From an optimization exercise on the open Yosys and OpenROAD flow, aimed at small area and a short achievable clock period; shortcuts taken in it are not production practice. Function was checked by simulation only, so behaviour that the tests miss may differ from the original. The clock port is modelled as an ideal driver; clocking choices that lean on that would not hold on a real chip. Power figures rest on the tool's default switching activity, not on a simulated workload.

Design sincos, start of the top module:
module sincos (
    input wire clk,
    input wire rst,
    input wire [7:0] theta,
    output reg [7:0] sine,
    output reg [7:0] cosine,
    output reg done
);
For scale: ~380 cells after synthesis, ~100 flip-flops, roughly 27 I/O pins, ~3400 sq um of cells after synthesis.
==> flow/config.mk <==
export PLATFORM = sky130hd
export DESIGN_NAME = sincos
export DESIGN_NICKNAME = sincos
export VERILOG_FILES = /design/flow/design.v
export SDC_FILE = /design/flow/constraint.sdc
export NUM_CORES = 4
export LEC_CHECK = 0
export ABC_AREA = 1
export CAP_MARGIN = 20
export CORE_MARGIN = 2
export CORE_UTILIZATION = 40
export HOLD_SLACK_MARGIN = 0.05
export SETUP_SLACK_MARGIN = 2.45
export SLEW_MARGIN = 20
==> flow/constraint.sdc <==
create_clock -name core_clock -period 4.0 [get_ports {clk}]
set_input_delay 0.8000 -clock core_clock [delete_from_list [all_inputs] [get_ports {clk}]]
set_output_delay 0.8000 -clock core_clock [all_outputs]
set_load 0.01 [all_outputs]
standard.sh (not shown) runs the stock make flow with config.mk's settings and CLKGATE_MAP_FILE= SYNTH_SCRIPT=/design/flow/synth_recipe.tcl, a recipe that flattens the netlist after the stock synthesis.
==> flow/flow/run.sh <==
#!/bin/bash
# Own layout flow: the standard ORFS flow (standard.sh, with its unchanged synthesis) and
# these changes to how the layout is made:
#  - port buffers are sky130_fd_sc_hd__buf_2 instead of the delay cell buffer_ports picks;
#  - repair may change a cell's footprint (MATCH_CELL_FOOTPRINT=0);
set -euo pipefail
cd "$(dirname "$0")/.."
# Up to CTS with config.mk's setup margin; the routing steps' repair aims lower (see below).
bash standard.sh \
  BUFFER_PORTS_ARGS="-buffer_cell sky130_fd_sc_hd__buf_2" \
  MATCH_CELL_FOOTPRINT=0 \
  PRE_CTS_TCL="$PWD/flow/clock_tree.tcl" \
  CLK_SKEW_PATTERN='k_*' \
  CLK_SKEW_CELL=sky130_fd_sc_hd__clkdlybuf4s50_1 \
  CLK_LATE_FROM_GROUP=1 \
  cts > flow_make_cts.log 2>&1
bash standard.sh \
  BUFFER_PORTS_ARGS="-buffer_cell sky130_fd_sc_hd__buf_2" \
  MATCH_CELL_FOOTPRINT=0 \
  PRE_CTS_TCL="$PWD/flow/clock_tree.tcl" \
  CLK_SKEW_PATTERN='k_*' \
  CLK_SKEW_CELL=sky130_fd_sc_hd__clkdlybuf4s50_1 \
  CLK_LATE_FROM_GROUP=1 \
  SETUP_SLACK_MARGIN=2.0 \
  finish > flow_make.log 2>&1
Other scripts of this flow, unchanged in this note and not shown: flow/flow/clock_tree.tcl
The first run produced a clean layout.
Change:
--- a/flow/flow/run.sh
+++ b/flow/flow/run.sh
@@ -22,4 +22,4 @@
   CLK_SKEW_CELL=sky130_fd_sc_hd__clkdlybuf4s50_1 \
   CLK_LATE_FROM_GROUP=1 \
-  SETUP_SLACK_MARGIN=2.0 \
+  SETUP_SLACK_MARGIN=2.3 \
   finish > flow_make.log 2>&1
Result:
- die area stays the same
- wire length is higher by about 0.32%
- worst hold slack gets worse by 0.043 ns
- power stays flat
- area after synthesis stays the same
- final cell count is higher by 0.58%
- flip-flop and latch count does not change
- worst setup slack gets better by 0.016 ns
- critical path depth is higher by 1
Change:
==> flow/flow/run.sh (replaced) <==
#!/bin/bash
# Own layout flow: the standard ORFS flow (standard.sh, with its unchanged synthesis) and
# these changes to how the layout is made:
#  - port buffers are sky130_fd_sc_hd__buf_2 instead of the delay cell buffer_ports picks;
#  - repair may change a cell's footprint (MATCH_CELL_FOOTPRINT=0);
set -euo pipefail
cd "$(dirname "$0")/.."
bash standard.sh \
  BUFFER_PORTS_ARGS="-buffer_cell sky130_fd_sc_hd__buf_2" \
  MATCH_CELL_FOOTPRINT=0 \
  PRE_CTS_TCL="$PWD/flow/clock_tree.tcl" \
  CLK_SKEW_PATTERN='k_*' \
  CLK_SKEW_CELL=sky130_fd_sc_hd__clkdlybuf4s50_1 \
  CLK_LATE_FROM_GROUP=1 \
  finish > flow_make.log 2>&1
After rerunning: The changed run completed with no timing, DRC or antenna violations. Sequential power stays flat. Sequential cell count does not change. Clock skew hardly moves. Design area came out higher by 3.3%. Global-route usage does not change. Maximum frequency rises by 3.7%. Wire length came out higher by 1.0%.
Change:
--- a/flow/flow/run.sh
+++ b/flow/flow/run.sh
@@ -6,4 +6,5 @@
 set -euo pipefail
 cd "$(dirname "$0")/.."
+# Up to CTS with config.mk's setup margin; the routing steps' repair aims lower (see below).
 bash standard.sh \
   BUFFER_PORTS_ARGS="-buffer_cell sky130_fd_sc_hd__buf_2" \
@@ -13,3 +14,12 @@
   CLK_SKEW_CELL=sky130_fd_sc_hd__clkdlybuf4s50_1 \
   CLK_LATE_FROM_GROUP=1 \
+  cts > flow_make_cts.log 2>&1
+bash standard.sh \
+  BUFFER_PORTS_ARGS="-buffer_cell sky130_fd_sc_hd__buf_2" \
+  MATCH_CELL_FOOTPRINT=0 \
+  PRE_CTS_TCL="$PWD/flow/clock_tree.tcl" \
+  CLK_SKEW_PATTERN='k_*' \
+  CLK_SKEW_CELL=sky130_fd_sc_hd__clkdlybuf4s50_1 \
+  CLK_LATE_FROM_GROUP=1 \
+  SETUP_SLACK_MARGIN=2.6 \
   finish > flow_make.log 2>&1
Outcome: Die area is unchanged; routed wire length increases by 4.6%; worst setup slack stays flat; design area is higher by 3.9%; final cell count grows by 2.5%; sequential cell count is unchanged; synthesized area is unchanged.
Change:
--- a/flow/flow/run.sh
+++ b/flow/flow/run.sh
@@ -22,4 +22,4 @@
   CLK_SKEW_CELL=sky130_fd_sc_hd__clkdlybuf4s50_1 \
   CLK_LATE_FROM_GROUP=1 \
-  SETUP_SLACK_MARGIN=2.6 \
+  SETUP_SLACK_MARGIN=2.5 \
   finish > flow_make.log 2>&1
=> Sequential share of layout area climbs by 1.0 points; worst hold slack degrades by 0.0045 ns; final cell count drops slightly; global-route usage does not change; total power drops slightly.

---

build 57:
sincos, a different RTL version from the one above (not shown whole).
Size in the first run: ~460 cells after synthesis, about 93 flip-flops, about 27 I/O pins, about 4500 um2 of cells after synthesis.
Settings: LEC_CHECK=0, CAP_MARGIN=20, CORE_MARGIN=2, CORE_UTILIZATION=40, SLEW_MARGIN=20; clock period 4.0 ns.
run.sh (not shown) runs the stock make flow with config.mk's settings and CLKGATE_MAP_FILE= SYNTH_SCRIPT=/design/flow/synth_recipe.tcl, a recipe that flattens the netlist after the stock synthesis.
Stock flow here: none of the scripts above is used.
The inputs of build 74 differ from those of build 57 as listed below.
- putting SETUP_SLACK_MARGIN at 2.2 where nothing was set
Notes after the runs:
Going from build 57 to build 74, routed wire length increased 17%; global-route usage over all layers up 3.1 points; filler cell count in the final layout decreased by about 2.5% relative to the old numbers. Per the final summary, build 74 finished and its layout is clean on timing, DRC and antenna. Build 57 has lower standby leakage power than build 74. Clock network fraction of design power for build 74: 6.0 points down relative to build 57. Pin count of the biggest net entering global routing: build 74 and build 57 compared, lower one is build 74. Worst-case headroom to the max-slew limit ended up 20 points higher on build 74 than on build 57. Comparing build 74 and build 57, the higher setup slack is on build 74.
## Diff of input files: build 9 against build 74
- ABC_CLOCK_PERIOD_IN_PS now 1500, previously not set
--- outcome ---
The largest net degree at the start of global routing of build 74 and that of build 9 are within noise of each other. From build 74 to build 9, power did not move at all. Comparing build 74 against build 9, there is no change at all in relative area of non-clock buffer cells in the final design. The share of total power in combinational logic of build 74 and that of build 9 are within noise of each other.

---

Another version of the RTL of sincos (not shown whole).
Size in the first run: roughly 400 cells after synthesis, ~100 flip-flops, roughly 27 I/O pins.
export LEC_CHECK = 0
export ABC_AREA = 1
export CAP_MARGIN = 20
export CORE_MARGIN = 2
export CORE_UTILIZATION = 40
export SETUP_SLACK_MARGIN = 2.55
export SLEW_MARGIN = 20
create_clock -name core_clock -period 4.0 [get_ports {clk}]
standard.sh (not shown) runs the stock make flow with config.mk's settings and CLKGATE_MAP_FILE= SYNTH_SCRIPT=/design/flow/synth_recipe.tcl, a recipe that flattens the netlist after the stock synthesis.
==> flow/flow/run.sh <==
#!/bin/bash
# Own layout flow: the standard ORFS flow (standard.sh, with its unchanged synthesis) and
# these changes to how the layout is made:
#  - port buffers are sky130_fd_sc_hd__buf_2 instead of the delay cell buffer_ports picks;
#  - repair may change a cell's footprint (MATCH_CELL_FOOTPRINT=0);
set -euo pipefail
cd "$(dirname "$0")/.."
bash standard.sh \
  BUFFER_PORTS_ARGS="-buffer_cell sky130_fd_sc_hd__buf_2" \
  MATCH_CELL_FOOTPRINT=0 \
  PRE_CTS_TCL="$PWD/flow/clock_tree.tcl" \
  CLK_SKEW_PATTERN='k_*' \
  CLK_SKEW_CELL=sky130_fd_sc_hd__clkdlybuf4s50_1 \
  CLK_LATE_FROM_GROUP=1 \
  finish > flow_make.log 2>&1
==> flow/flow/clock_tree.tcl <==
# Clock distribution made here instead of TritonCTS's H-tree: the clock port drives
# CLK_TREE_K clock buffers, each placed at the centre of a cluster of nearby flip-flops and
# driving that cluster's clock pins. One level of buffering gives every register the same
# kind of clock path (a balanced tree with a single buffer level).
set k_want [expr {[info exists ::env(CLK_TREE_K)] ? $::env(CLK_TREE_K) : 4}]
set bufname [expr {[info exists ::env(CLK_TREE_BUF)] ? $::env(CLK_TREE_BUF) : "sky130_fd_sc_hd__clkbuf_16"}]
set block [ord::get_db_block]
set db [ord::get_db]
set clk_port [lindex [sta::find_clocks_matching * 0 0] 0]
set clknet ""
foreach bt [$block getBTerms] {
  if {[$bt getName] eq "clk"} { set clknet [$bt getNet] }
}
set master [$db findMaster $bufname]
set skew_pat [expr {[info exists ::env(CLK_SKEW_PATTERN)] ? $::env(CLK_SKEW_PATTERN) : ""}]
set skew_cell [expr {[info exists ::env(CLK_SKEW_CELL)] ? $::env(CLK_SKEW_CELL) : ""}]
set sinks {}; set late {}
foreach it [$clknet getITerms] {
  if {$skew_pat ne "" && [string match $skew_pat [[$it getInst] getName]]} { lappend late $it } else { lappend sinks $it }
}
set late_from_group [expr {[info exists ::env(CLK_LATE_FROM_GROUP)] && $::env(CLK_LATE_FROM_GROUP)}]
if {[llength $late] > 0 && !$late_from_group} { incr k_want -1 }
set n [llength $sinks]
puts "clock_tree: $n sinks, $k_want buffers of $bufname"
# coordinates
set xs {}; set ys {}
foreach it $sinks {
  set b [[$it getInst] getBBox]
  lappend xs [expr {([$b xMin] + [$b xMax]) / 2.0}]
  lappend ys [expr {([$b yMin] + [$b yMax]) / 2.0}]
}
# k-means, seeded by sorting along x then y (deterministic)
set order [lsort -integer -indices [lmap x $xs {expr {int($x)}}]]
set cx {}; set cy {}
for {set k 0} {$k < $k_want} {incr k} {
  set i [lindex $order [expr {int(($k + 0.5) * $n / $k_want)}]]
  lappend cx [lindex $xs $i]; lappend cy [lindex $ys $i]
}
set cap [expr {int(ceil(double($n) / $k_want)) + 2}]
for {set iter 0} {$iter < 30} {incr iter} {
  # balanced assignment: greedy by distance with a cap per cluster
  set pairs {}
  for {set i 0} {$i < $n} {incr i} {
    for {set k 0} {$k < $k_want} {incr k} {
      set d [expr {abs([lindex $xs $i] - [lindex $cx $k]) + abs([lindex $ys $i] - [lindex $cy $k])}]
      lappend pairs [list $d $i $k]
    }
  }
  set pairs [lsort -real -index 0 $pairs]
  set asg [lrepeat $n -1]; set cnt [lrepeat $k_want 0]
  foreach p $pairs {
    lassign $p d i k
    if {[lindex $asg $i] >= 0} continue
    if {[lindex $cnt $k] >= $cap} continue
    lset asg $i $k; lset cnt $k [expr {[lindex $cnt $k] + 1}]
  }
  set sx [lrepeat $k_want 0.0]; set sy [lrepeat $k_want 0.0]
  for {set i 0} {$i < $n} {incr i} {
    set k [lindex $asg $i]
    lset sx $k [expr {[lindex $sx $k] + [lindex $xs $i]}]
    lset sy $k [expr {[lindex $sy $k] + [lindex $ys $i]}]
  }
  for {set k 0} {$k < $k_want} {incr k} {
    if {[lindex $cnt $k] > 0} {
      lset cx $k [expr {[lindex $sx $k] / [lindex $cnt $k]}]
      lset cy $k [expr {[lindex $sy $k] / [lindex $cnt $k]}]
    }
  }
}
for {set k 0} {$k < $k_want} {incr k} {
  set inst [odb::dbInst_create $block $master "clkbuf_root_$k"]
  set net [odb::dbNet_create $block "clknet_root_$k"]
  $net setSigType CLOCK
  [$inst findITerm A] connect $clknet
  [$inst findITerm X] connect $net
  set w [[$inst getMaster] getWidth]; set h [[$inst getMaster] getHeight]
  $inst setLocation [expr {int([lindex $cx $k] - $w / 2)}] [expr {int([lindex $cy $k] - $h / 2)}]
  $inst setPlacementStatus PLACED
  $inst setSourceType TIMING
  puts "clock_tree: buffer $k at ([expr {int([lindex $cx $k])}], [expr {int([lindex $cy $k])}]) drives [lindex $cnt $k] sinks"
}
for {set i 0} {$i < $n} {incr i} {
  set it [lindex $sinks $i]
  set k [lindex $asg $i]
  $it disconnect
  $it connect [$block findNet "clknet_root_$k"]
}
if {[llength $late] > 0} {
  # the pipeline's middle register: its clock passes through extra delay cells, which moves time
  # from the stage after it to the stage before it (both are register-to-register paths)
  set lx 0.0; set ly 0.0
  foreach it $late {
    set b [[$it getInst] getBBox]
    set lx [expr {$lx + ([$b xMin] + [$b xMax]) / 2.0}]; set ly [expr {$ly + ([$b yMin] + [$b yMax]) / 2.0}]
  }
  set lx [expr {int($lx / [llength $late])}]; set ly [expr {int($ly / [llength $late])}]
  set prev $clknet
  if {$late_from_group} {
    # start the delay chain from the clock buffer nearest to the late registers
    set bestd 1e18
    for {set k 0} {$k < $k_want} {incr k} {
      set d [expr {abs([lindex $cx $k] - $lx) + abs([lindex $cy $k] - $ly)}]
      if {$d < $bestd} { set bestd $d; set prev [$block findNet "clknet_root_$k"] }
    }
  }
  set di 0
  foreach cell $skew_cell {
    set dly [odb::dbInst_create $block [$db findMaster $cell] "clkdly_late_$di"]
    set dnet [odb::dbNet_create $block "clknet_late_d$di"]
    $dnet setSigType CLOCK
    [$dly findITerm A] connect $prev
    [$dly findITerm X] connect $dnet
    $dly setLocation [expr {$lx - 2000 - 4000 * $di}] $ly; $dly setPlacementStatus PLACED; $dly setSourceType TIMING
    set prev $dnet
    incr di
  }
  set lb [odb::dbInst_create $block $master "clkbuf_late"]
  set lnet [odb::dbNet_create $block "clknet_late"]
  $lnet setSigType CLOCK
  [$lb findITerm A] connect $prev
  [$lb findITerm X] connect $lnet
  $lb setLocation $lx $ly; $lb setPlacementStatus PLACED; $lb setSourceType TIMING
  foreach it $late { $it disconnect; $it connect $lnet }
  puts "clock_tree: [llength $late] sinks matching $skew_pat behind $skew_cell"
}
$clknet setSigType CLOCK
global_connect
set_propagated_clock [all_clocks]
==> next run, changes <==
--- a/flow/flow/run.sh
+++ b/flow/flow/run.sh
@@ -12,4 +12,3 @@
   CLK_SKEW_PATTERN='k_*' \
-  CLK_SKEW_CELL=sky130_fd_sc_hd__clkdlybuf4s50_1 \
-  CLK_LATE_FROM_GROUP=1 \
+  CLK_SKEW_CELL='sky130_fd_sc_hd__clkdlybuf4s50_1 sky130_fd_sc_hd__clkdlybuf4s25_1' \
   finish > flow_make.log 2>&1
--- a/flow/flow/clock_tree.tcl
+++ b/flow/flow/clock_tree.tcl
@@ -20,4 +20,3 @@
 }
-set late_from_group [expr {[info exists ::env(CLK_LATE_FROM_GROUP)] && $::env(CLK_LATE_FROM_GROUP)}]
-if {[llength $late] > 0 && !$late_from_group} { incr k_want -1 }
+if {[llength $late] > 0} { incr k_want -1 }
 set n [llength $sinks]
@@ -97,10 +96,2 @@
   set prev $clknet
-  if {$late_from_group} {
-    # start the delay chain from the clock buffer nearest to the late registers
-    set bestd 1e18
-    for {set k 0} {$k < $k_want} {incr k} {
-      set d [expr {abs([lindex $cx $k] - $lx) + abs([lindex $cy $k] - $ly)}]
-      if {$d < $bestd} { set bestd $d; set prev [$block findNet "clknet_root_$k"] }
-    }
-  }
   set di 0
--- a/flow/config.mk
+++ b/flow/config.mk
@@ -11,3 +11,3 @@
 export CORE_UTILIZATION = 40
-export SETUP_SLACK_MARGIN = 2.55
+export SETUP_SLACK_MARGIN = 2.5
 export SLEW_MARGIN = 20
Outcome:
- total power came out lower by 1.4%
- cell count came out lower by 0.92%
- cell area came out lower by 1.5%
- sequential share of layout area came out higher by 0.51 points

[static timing again, ports no longer ideal]
No port has a modelled driver above. Below, the same layouts with a new extraction and two added sets of constraints.
Step 1, drivers: a clkbuf_16 drives clk and a buf_2 each remaining input, both assumed.
Step 2, shift: input delay + t, output delay - t, t = (earliest + latest rising clock arrival at the registers) / 2. This alone moves slack from input paths to output paths.
a / b / c = ideal / step 1 / step 2; a / b = the first two.
run | t (ns) | slack for setup (ns) | clock arrival spread, ns | worst slew at a driven data input, ns | pins driven straight from the clock port
the first run of note 1 | 0.560 | 2.482 / 2.480 / 2.482 | 0.701 / 0.701 | 0.03 | 4
the second run of note 1 | 0.560 | 2.498 / 2.482 / 2.498 | 0.700 / 0.700 | 0.03 | 4
the third run of note 1 | 0.560 | 2.551 / 2.481 / 2.604 | 0.701 / 0.701 | 0.03 | 4
the fourth run of note 1 | 0.561 | 2.551 / 2.480 / 2.644 | 0.702 / 0.702 | 0.03 | 4
the fifth run of note 1 | 0.561 | 2.551 / 2.480 / 2.639 | 0.701 / 0.700 | 0.03 | 4
build 57 | 0.397 | 0.929 / 0.929 / 0.929 | 0.021 / 0.020 | 0.03 | 1
build 74 | 0.402 | 1.941 / 1.941 / 1.941 | 0.022 / 0.021 | 0.03 | 1
build 9 | 0.402 | 1.941 / 1.941 / 1.941 | 0.022 / 0.021 | 0.03 | 1
the first run of note 3 | 0.568 | 2.555 / 2.480 / 2.620 | 0.707 / 0.706 | 0.03 | 4
the second run of note 3 | 0.614 | 2.522 / 2.452 / 2.556 | 0.779 / 0.777 | 0.03 | 4
Clock arrivals are far apart in 7 of these runs, so t is only a midpoint there and step 2 fits no single register.
